This is an optimization exercise on Yosys and OpenROAD, whose aim is small area and a short achievable clock period, not a production implementation.
Where RTL was checked, it was by simulation tests only, not by an equivalence proof against the original.
Power figures rest on the tool's default switching activity, not on a simulated workload.

Design yuv422_to_rgb, start of the top module:
module yuv422_to_rgb
(
    input       wire        clk     ,
    input       wire        cke     ,
    input       wire        yuv_hs  ,
    input       wire        yuv_vs  ,
    input       wire        yuv_de  ,
    input       wire [9 :0] yuv_y   ,
    input       wire [9 :0] yuv_c   ,
    output      wire        rgb_hs  ,
    output      wire        rgb_vs  ,
    output      wire        rgb_de  ,
    output      wire [23:0] rgb_dat
);
==> flow/config.mk <==
export PLATFORM = sky130hd
export DESIGN_NAME = yuv422_to_rgb
export DESIGN_NICKNAME = yuv422_to_rgb
export VERILOG_FILES = /design/flow/design.v
export SDC_FILE = /design/flow/constraint.sdc
export NUM_CORES = 4
export LEC_CHECK = 0
export ABC_AREA = 1
export CAP_MARGIN = 20
export CORE_MARGIN = 2
export CORE_UTILIZATION = 40
export SETUP_SLACK_MARGIN = 2.1
export SLEW_MARGIN = 20
==> flow/constraint.sdc <==
create_clock -name core_clock -period 4.5 [get_ports {clk}]
set_input_delay 0.9000 -clock core_clock [delete_from_list [all_inputs] [get_ports {clk}]]
set_output_delay 0.9000 -clock core_clock [all_outputs]
set_load 0.01 [all_outputs]
standard.sh (not shown) runs the stock make flow with config.mk's settings and CLKGATE_MAP_FILE= SYNTH_SCRIPT=/design/flow/synth_recipe.tcl, a recipe that flattens the netlist after the stock synthesis.
==> flow/flow/run.sh <==
#!/bin/bash
# Standard ORFS layout (the standard.sh) with changes that do not touch the design:
#  - ports are buffered with buf_2 instead of the default delay-cell choice
#  - CTS: no dummy load cells, chosen clock buffers and sink cluster size
set -o pipefail
export BUFFER_PORTS_ARGS="-buffer_cell sky130_fd_sc_hd__buf_2"
export CTS_ARGS="-sink_clustering_enable -repair_clock_nets -dont_use_dummy_load -buf_list sky130_fd_sc_hd__clkbuf_8 -sink_clustering_size 16 -sink_clustering_max_diameter 100"
bash standard.sh > standard.log 2>&1
The baseline completed without violations.
Edit:
- SETUP_SLACK_MARGIN: 2.1 -> 1.7
After rerunning: Cell count fell by a few percent. Setup slack gets worse by 0.19 ns. Power fell by a little under a tenth. Synthesized area does not change. Sequential power stays flat. Global-route usage shrinks by 0.58 points. Hold slack gets better by 0.013 ns. Clock skew hardly moves.
Edit:
- SETUP_SLACK_MARGIN: 1.7 -> 1.9
=> The new run finished with timing, DRC and antenna clean; wire length rises slightly; sequential power hardly moves; total power grows by a few percent; cell area rises slightly; sequential cell count does not change; core utilization increases by 0.72 points; area after synthesis stays the same.

yuv422_to_rgb, a different RTL version from the one above (not shown whole).
Size: ~1300 cells after synthesis, roughly 210 flip-flops.
==> flow/config.mk <==
export PLATFORM = sky130hd
export DESIGN_NAME = yuv422_to_rgb
export DESIGN_NICKNAME = yuv422_to_rgb
export VERILOG_FILES = /design/flow/design.v
export SDC_FILE = /design/flow/constraint.sdc
export NUM_CORES = 4
export LEC_CHECK = 0
export ABC_AREA = 1
export CAP_MARGIN = 20
export CORE_MARGIN = 2
export CORE_UTILIZATION = 40
export SETUP_SLACK_MARGIN = 2.1
export SLEW_MARGIN = 20
==> flow/constraint.sdc <==
create_clock -name core_clock -period 4.5 [get_ports {clk}]
set_input_delay 0.9000 -clock core_clock [delete_from_list [all_inputs] [get_ports {clk}]]
set_output_delay 0.9000 -clock core_clock [all_outputs]
set_load 0.01 [all_outputs]
==> flow/flow/run.sh <==
#!/bin/bash
# Standard ORFS layout (the standard.sh) with changes that do not touch the design:
#  - ports are buffered with buf_1 instead of the default delay-cell choice
#  - CTS: no dummy load cells, chosen clock buffers and sink cluster size
set -o pipefail
export BUFFER_PORTS_ARGS="-buffer_cell sky130_fd_sc_hd__buf_1"
export CTS_ARGS="-sink_clustering_enable -repair_clock_nets -dont_use_dummy_load -buf_list sky130_fd_sc_hd__clkbuf_8 -sink_clustering_size 16 -sink_clustering_max_diameter 100"
bash standard.sh > standard.log 2>&1
Next try:
- SETUP_SLACK_MARGIN: 2.1 -> 2.2
After rerunning: Core utilization grows by 1.1 points. Design area grows by 2.4%. Cell count grows by 0.89%.
Function was not checked in any run of this note: the RTL went through the layout flow alone.

yuv422_to_rgb, a different RTL version from the one above (not shown whole).
Size: about 1,000 cells after synthesis, about 210 flip-flops, roughly 52 I/O pins, ~13,000 µm² of cells after synthesis.
Design yuv422_to_rgb, start of the top module:
module yuv422_to_rgb
(
    input       wire        clk     ,
    input       wire        cke     ,
    input       wire        yuv_hs  ,
    input       wire        yuv_vs  ,
    input       wire        yuv_de  ,
    input       wire [9 :0] yuv_y   ,
    input       wire [9 :0] yuv_c   ,
    output      wire        rgb_hs  ,
    output      wire        rgb_vs  ,
    output      wire        rgb_de  ,
    output      wire [23:0] rgb_dat
);
wire [7:0] y8 = yuv_y[9:2];
wire [7:0] c8 = yuv_c[9:2];
wire [7:0] y_cl = (y8[7:4] == 4'd0) ? 8'd16 : (y8 > 8'd235) ? 8'd235 : y8;
wire [7:0] c_cl = (c8[7:4] == 4'd0) ? 8'd16 : (c8[7:4] == 4'd15) ? 8'd239 : c8;
reg  [2:0] sy1, sy2, sy3, sy4, sy5, sy6;        
reg  [7:0] y1, c1;                               
reg  [7:0] y2, cbuf;  reg cr;                    
reg  [7:0] y3, p_u, p_v;  reg [12:0] p_25u;      
reg  [6:0] t_l;  reg t_c;  reg [3:0] t_h;  reg t_c2;  reg [4:0] t_u;    
reg  [9:0] p_l;  reg p_c;  reg [3:0] p_h;  reg p_c2;  reg [3:0] p_u4;
reg  [5:0] m_l;  reg m_c;  reg [7:0] m_g;
reg  [7:0] u4;
  ...
==> flow/config.mk <==
export PLATFORM = sky130hd
export DESIGN_NAME = yuv422_to_rgb
export DESIGN_NICKNAME = yuv422_to_rgb
export VERILOG_FILES = /design/flow/design.v
export SDC_FILE = /design/flow/constraint.sdc
export NUM_CORES = 4
export LEC_CHECK = 0
export CAP_MARGIN = 20
export CORE_MARGIN = 2
export CORE_UTILIZATION = 40
export SETUP_SLACK_MARGIN = 2.0
export SLEW_MARGIN = 20
==> flow/constraint.sdc <==
create_clock -name core_clock -period 4.5 [get_ports {clk}]
set_input_delay 0.9000 -clock core_clock [delete_from_list [all_inputs] [get_ports {clk}]]
set_output_delay 0.9000 -clock core_clock [all_outputs]
set_load 0.01 [all_outputs]
Scripts as last shown in full above: flow/flow/run.sh
The baseline completed with no timing, DRC or antenna violations.
Rerun with:
Settings changed: ABC_AREA from default to 1, SETUP_SLACK_MARGIN 2.0 to 2.1.
=>
- cell area grows by a few percent
- global-route usage goes up by 0.57 points
- clock power decreases slightly
- routed wire length rose by a few percent
- area after synthesis came out higher by a few percent
- sequential share of layout area drops by 0.95 points
- clock-buffer cell count does not change
- cell count goes up by about a fifth
- first-iteration DRC count is lower by well over a third
- sequential power went down by a few percent
Rerun with:
Settings changed: ABC_AREA 1 to default, SETUP_SLACK_MARGIN 2.1 to 1.8.
=> Clock-buffer cell count is unchanged. Combinational power came out lower by about 8%. Synthesized cell count came out lower by 20%.

The RTL this note starts from:
==> flow/design.v <==
module yuv422_to_rgb
(
    input       wire        clk     ,
    input       wire        cke     ,
    input       wire        yuv_hs  ,
    input       wire        yuv_vs  ,
    input       wire        yuv_de  ,
    input       wire [9 :0] yuv_y   ,
    input       wire [9 :0] yuv_c   ,
    output      wire        rgb_hs  ,
    output      wire        rgb_vs  ,
    output      wire        rgb_de  ,
    output      wire [23:0] rgb_dat
);
wire [7:0] y8 = yuv_y[9:2];
wire [7:0] c8 = yuv_c[9:2];
wire [7:0] y_cl = (y8[7:4] == 4'd0) ? 8'd16 : (y8 > 8'd235) ? 8'd235 : y8;
wire [7:0] c_cl = (c8[7:4] == 4'd0) ? 8'd16 : (c8[7:4] == 4'd15) ? 8'd239 : c8;
reg  [2:0] sy1, sy2, sy3, sy4, sy5, sy6;        
reg  [7:0] y1, c1;                               
reg  [7:0] y2, cbuf;  reg cr;                    
reg  [7:0] y3, p_u, p_v;  reg [12:0] p_25u;      
reg  [6:0] t_l;  reg t_c;  reg [3:0] t_h;  reg t_c2;  reg [4:0] t_u;    
reg  [9:0] p_l;  reg p_c;  reg [3:0] p_h;  reg p_c2;  reg [3:0] p_u4;
reg  [5:0] m_l;  reg m_c;  reg [7:0] m_g;
reg  [6:0] c_l;  reg c_c;  reg [8:0] c_h;
reg  [9:0] r_h, g_h, b_h;                        
reg  [2:0] r_c;  reg r_x1, r_x2;  reg [1:0] g_c;  reg [5:0] g_x;  reg [1:0] b_c;  reg b_x;
reg  [7:0] o_r, o_g, o_b;                        
wire [15:0] tyh;
assign tyh[0] = 16'h0000 >> y3[7:4];
assign tyh[1] = 16'h0000 >> y3[7:4];
assign tyh[2] = 16'h0000 >> y3[7:4];
assign tyh[3] = 16'h0000 >> y3[7:4];
assign tyh[4] = 16'haaaa >> y3[7:4];
assign tyh[5] = 16'hcccc >> y3[7:4];
assign tyh[6] = 16'h5a5a >> y3[7:4];
assign tyh[7] = 16'h936c >> y3[7:4];
assign tyh[8] = 16'hb6da >> y3[7:4];
assign tyh[9] = 16'hdb6c >> y3[7:4];
assign tyh[10] = 16'h1c70 >> y3[7:4];
assign tyh[11] = 16'hb52a >> y3[7:4];
assign tyh[12] = 16'h264c >> y3[7:4];
assign tyh[13] = 16'h3870 >> y3[7:4];
assign tyh[14] = 16'h3f80 >> y3[7:4];
assign tyh[15] = 16'hc000 >> y3[7:4];
wire [11:0] tyl;
assign tyl[0] = 16'haaaa >> y3[3:0];
assign tyl[1] = 16'hcccc >> y3[3:0];
assign tyl[2] = 16'h5a5a >> y3[3:0];
assign tyl[3] = 16'h936c >> y3[3:0];
assign tyl[4] = 16'hb6da >> y3[3:0];
assign tyl[5] = 16'hdb6c >> y3[3:0];
assign tyl[6] = 16'h1c70 >> y3[3:0];
assign tyl[7] = 16'hb52a >> y3[3:0];
assign tyl[8] = 16'h264c >> y3[3:0];
assign tyl[9] = 16'h3870 >> y3[3:0];
assign tyl[10] = 16'h3f80 >> y3[3:0];
assign tyl[11] = 16'hc000 >> y3[3:0];
wire [17:0] tph;
assign tph[0] = 16'h0000 >> p_v[7:4];
assign tph[1] = 16'h0000 >> p_v[7:4];
assign tph[2] = 16'h0000 >> p_v[7:4];
assign tph[3] = 16'h0000 >> p_v[7:4];
assign tph[4] = 16'h2aaa >> p_v[7:4];
assign tph[5] = 16'h4ccc >> p_v[7:4];
assign tph[6] = 16'h0f0f >> p_v[7:4];
assign tph[7] = 16'h0ff0 >> p_v[7:4];
assign tph[8] = 16'h5aaa >> p_v[7:4];
assign tph[9] = 16'h3999 >> p_v[7:4];
assign tph[10] = 16'h52d2 >> p_v[7:4];
assign tph[11] = 16'h631c >> p_v[7:4];
assign tph[12] = 16'h294a >> p_v[7:4];
assign tph[13] = 16'h18c6 >> p_v[7:4];
assign tph[14] = 16'h2d6b >> p_v[7:4];
assign tph[15] = 16'h318c >> p_v[7:4];
assign tph[16] = 16'h41f0 >> p_v[7:4];
assign tph[17] = 16'h7e00 >> p_v[7:4];
wire [13:0] tpl;
assign tpl[0] = 16'haaaa >> p_v[3:0];
assign tpl[1] = 16'hcccc >> p_v[3:0];
assign tpl[2] = 16'hf0f0 >> p_v[3:0];
assign tpl[3] = 16'hff00 >> p_v[3:0];
assign tpl[4] = 16'haaaa >> p_v[3:0];
assign tpl[5] = 16'h6666 >> p_v[3:0];
assign tpl[6] = 16'hb4b4 >> p_v[3:0];
assign tpl[7] = 16'hc738 >> p_v[3:0];
assign tpl[8] = 16'had6a >> p_v[3:0];
assign tpl[9] = 16'h9ce6 >> p_v[3:0];
assign tpl[10] = 16'hd6b4 >> p_v[3:0];
assign tpl[11] = 16'he738 >> p_v[3:0];
assign tpl[12] = 16'h07c0 >> p_v[3:0];
assign tpl[13] = 16'hf800 >> p_v[3:0];
wire [12:0] u25  = {cbuf, 4'b0000} + {cbuf, 3'b000} + cbuf;
wire [7:0]  t_lo = tyh[6:0] + tyl[6:0];
wire [4:0]  t_hi = tyh[10:7] + tyl[10:7];
wire [4:0]  t_up = tyh[15:11] + tyl[11];
wire [10:0] p_lo = tph[9:0] + tpl[9:0];
wire [4:0]  p_hi = tph[13:10] + tpl[13:10];
wire [6:0]  m_lo = p_v[5:0] + p_25u[5:0];
wire [7:0]  c_lo = {1'b0, p_u[7:2]} + {p_u[5:0], 1'b0} + 7'd16;
wire [8:0]  c_hi = {p_u, 1'b0} + p_u[7:6] - 9'd21;
wire [7:0]  m_hi = 8'd149 - p_v[7:6] - p_25u[12:6];
wire [11:0] r_lo = {t_l, 2'b00} + p_l + {p_c, t_c, 9'd0};
wire [9:0]  r_hi = {t_u, t_h} + {p_u4, p_h, 1'b0};
wire [11:0] g_lo = {t_l, 3'b000} + {2'b00, ~p_l} + {2'b00, ~m_l, 4'b0000} + 12'd81;
wire [9:0]  ga  = {1'b0, t_u, t_h};
wire [9:0]  gb  = {2'b00, ~p_u4, ~p_h};
wire [9:0]  gm  = {2'b00, m_g} - 10'd16;
wire [9:0]  gs1 = ga ^ gb ^ gm;
wire [9:0]  gc1 = {(ga[8:0] & gb[8:0]) | (ga[8:0] & gm[8:0]) | (gb[8:0] & gm[8:0]), 1'b0};
wire [9:0]  g_hi = gs1 + gc1;
wire [5:0]  g_xx = t_c + {~p_c} + {~m_c} + {t_c2, 4'b0000} + {~p_c2, 4'b0000};
wire [8:0]  b_lo = t_l + c_l + {t_c, 7'd0} + {c_c, 7'd0};
wire [9:0]  b_hi = {t_u, t_h} + c_h;
function [7:0] sat;
    input [9:0] z;
    sat = z[9] ? 8'd255 : (z[8] ? z[7:0] : 8'd0);
endfunction
always @(posedge clk) begin
    if (cke) begin
        sy1 <= {yuv_hs, yuv_vs, yuv_de};
        sy2 <= sy1; sy3 <= sy2; sy4 <= sy3; sy5 <= sy4; sy6 <= sy5;
        y1 <= y_cl;
        c1 <= c_cl;
        y2 <= y1;
        cr <= sy1[0] & ~cr;
        if (sy1[0] & ~cr) cbuf <= c1;
        y3 <= y2;
        if (sy1[0] & cr) begin
            p_u   <= cbuf;
            p_v   <= c1;
            p_25u <= u25;
        end
        t_l <= t_lo[6:0];  t_c <= t_lo[7];   t_h <= t_hi[3:0];  t_c2 <= t_hi[4];  t_u <= t_up;
        p_l <= p_lo[9:0];  p_c <= p_lo[10];  p_h <= p_hi[3:0];  p_c2 <= p_hi[4];  p_u4 <= tph[17:14];
        m_l <= m_lo[5:0];  m_c <= m_lo[6];   m_g <= m_hi;
        c_l <= c_lo[6:0];  c_c <= c_lo[7];   c_h <= c_hi;
        r_h <= r_hi;  r_c <= r_lo[11:9];  r_x1 <= t_c2;  r_x2 <= p_c2;
        g_h <= g_hi;  g_c <= g_lo[11:10];  g_x <= g_xx;
        b_h <= b_hi;  b_c <= b_lo[8:7];  b_x <= t_c2;
        o_r <= sat(r_h + r_c + {r_x2, r_x1, 4'b0000});
        o_g <= sat(g_h + g_c + g_x);
        o_b <= sat(b_h + b_c + {b_x, 4'b0000});
    end
end
assign {rgb_hs, rgb_vs, rgb_de} = sy6;
assign rgb_dat = {o_r, o_g, o_b};
endmodule
clock: 4.5 ns
lec_check: 0
abc_area: 1
cap_margin: 20
core_margin: 2
core_utilization: 40
setup_slack_margin: 2.1
slew_margin: 20
Scripts as last shown in full above: flow/flow/run.sh
Rerun with:
- SETUP_SLACK_MARGIN: 2.1 -> 2.2
Setup slack gains 0.076 ns.
Routed wire length climbs by 1.9%.
Hold slack barely changes.
Via count goes up by 1.1%.
Non-clock buffer count climbs by 21.
Core utilization grows by 1.1 points.
Power grows by 1.2%.
Function was not checked in any run of this note: the RTL went through the layout flow alone.

Setup of build 41:
Another version of the RTL of yuv422_to_rgb (not shown whole).
Size in the first run: about 1000 cells after synthesis, ~52 I/O pins, about 13000 sq um of cells after synthesis.
export LEC_CHECK = 0
export CAP_MARGIN = 20
export CORE_MARGIN = 2
export CORE_UTILIZATION = 40
export SETUP_SLACK_MARGIN = 1.7
export SLEW_MARGIN = 20
create_clock -name core_clock -period 4.5 [get_ports {clk}]
==> flow/flow/run.sh <==
#!/bin/bash
# Standard ORFS layout (the standard.sh) with changes that do not touch the design:
#  - ports are buffered with buf_2 instead of the default delay-cell choice
#  - CTS: no dummy load cells, chosen clock buffers and sink cluster size
set -o pipefail
export BUFFER_PORTS_ARGS="-buffer_cell sky130_fd_sc_hd__buf_2"
export CTS_ARGS="-sink_clustering_enable -repair_clock_nets -dont_use_dummy_load -buf_list sky130_fd_sc_hd__clkbuf_8 -sink_clustering_size 16 -sink_clustering_max_diameter 100"
bash standard.sh > standard.log 2>&1
For build 59, these inputs were changed with respect to build 41:
- a change of SETUP_SLACK_MARGIN from 1.7 to 1.6
--- outcome ---
- Diff build 41 -> build 59 | final area | decrease of about 1.3%
- Compared with build 41, build 59 improves power.
- Synthesized cell count: build 59 vs build 41 identical
- On final worst slack, build 59 does worse than build 41.
- On worst slew margin relative to its limit: between build 59 and build 41, it ends up lower for build 59.
- On arrival time reported for the critical path endpoint: between build 59 and build 41, it ends up higher for build 59.
Input changes introduced in build 85 (baseline for comparison: build 59):
- SETUP_SLACK_MARGIN now 1.7, was 1.6
- ABC_AREA now 1, previously not set
- Build 59 → build 85: synthesized area per cell went down 1.6 sq um; setup slack +86 ps; share of the synthesized netlist area taken by xor and xnor gates moved down; port buffer count barely changed; combinational fraction of design power up 1.5 points.
- Compared with build 59, build 85 shows a lower part of the power in the clock network.
- On worst ir drop on vdd: between build 59 and build 85, it ends up higher for build 85.
- Build 85 ends up with a relative area change from synthesis to final layout that is 0.93 points lower than in build 59.
- Diff build 59 -> build 85: final wirelength climbed about 6%, worst-margin pin slew dropped 110 ps.
Here is what was changed in the inputs of build 87 compared with build 85.
- swapping 40 for 60 in CORE_UTILIZATION
- swapping 1.7 for 1.6 in SETUP_SLACK_MARGIN
- clearing ABC_AREA, which used to be 1
- putting PLACE_DENSITY at 0.75 where nothing was set
Findings:
Every run in the comparison, build 87 and build 85, completed the flow with a clean layout.
Die area delta for build 87 relative to build 85: 35% lower
In build 87, the share of cell area taken by multi-input logic gates came out 1.2 points above the value in build 85.
As of build 87, routed wire length had fallen by a little under 10% compared to build 85.
Build 85 has a higher number of tap instances than build 87.
Max final instance area across build 87 and build 85: build 85
When build 87 is set beside build 85, its count of mapped cells out of synthesis turns out to be about 16% smaller.
Function was not checked in any run of this note: the RTL went through the layout flow alone.

what the ideal ports hide:
The results above use ideal ports. As a check the final layouts listed here were re-extracted and re-timed, cells and wires unchanged. Step 1 sets driving cells, clkbuf_16 on the clock port and buf_2 on the other inputs (assumed; they add their load-dependent delay and slew). Step 2 moves the port delays by t, midway between the first and last clock arrival at a register: inputs arrive t later, outputs are due t later. That takes back most of the time a late clock gives input paths. a / b / c = no drivers / after step 1 / after step 2; a / b = the first two.
run	shift t [ns]	slack for setup (ns)	worst hold slack (ns)	latest minus earliest clock arrival (ns)
the first run of note 1	0.558	2.025 / 2.025 / 1.682	0.405 / 0.405 / 0.405	0.043 / 0.043
the second run of note 1	0.557	1.836 / 1.836 / 1.695	0.418 / 0.418 / 0.418	0.033 / 0.034
the third run of note 1	0.554	1.985 / 1.985 / 1.712	0.419 / 0.419 / 0.419	0.029 / 0.029
the first run of note 2	0.553	2.117 / 2.117 / 2.027	0.418 / 0.418 / 0.418	0.031 / 0.031
the second run of note 2	0.556	2.113 / 2.113 / 2.026	0.417 / 0.417 / 0.417	0.031 / 0.031
the first run of note 3	0.529	1.725 / 1.725 / 1.725	0.384 / 0.384 / 0.384	0.083 / 0.083
the second run of note 3	0.543	2.055 / 2.055 / 2.055	0.361 / 0.361 / 0.361	0.053 / 0.053
the third run of note 3	0.532	1.685 / 1.685 / 1.685	0.423 / 0.423 / 0.423	0.061 / 0.061
the first run of note 4	0.562	2.070 / 2.070 / 2.070	0.426 / 0.426 / 0.426	0.022 / 0.022
the second run of note 4	0.562	2.147 / 2.147 / 2.147	0.426 / 0.426 / 0.426	0.017 / 0.017
build 41	0.549	1.711 / 1.711 / 1.711	0.405 / 0.405 / 0.405	0.056 / 0.055
build 59	0.541	1.707 / 1.707 / 1.707	0.425 / 0.425 / 0.425	0.067 / 0.067
build 85	0.547	1.794 / 1.794 / 1.794	0.402 / 0.402 / 0.402	0.023 / 0.022
build 87	0.532	1.685 / 1.685 / 1.685	0.367 / 0.367 / 0.367	0.049 / 0.049
After both steps setup and hold are still met in every run listed. The setup slack of the first run of note 1, which loses most, moves by 0.000 ns with the drivers and by -0.343 ns with both steps.
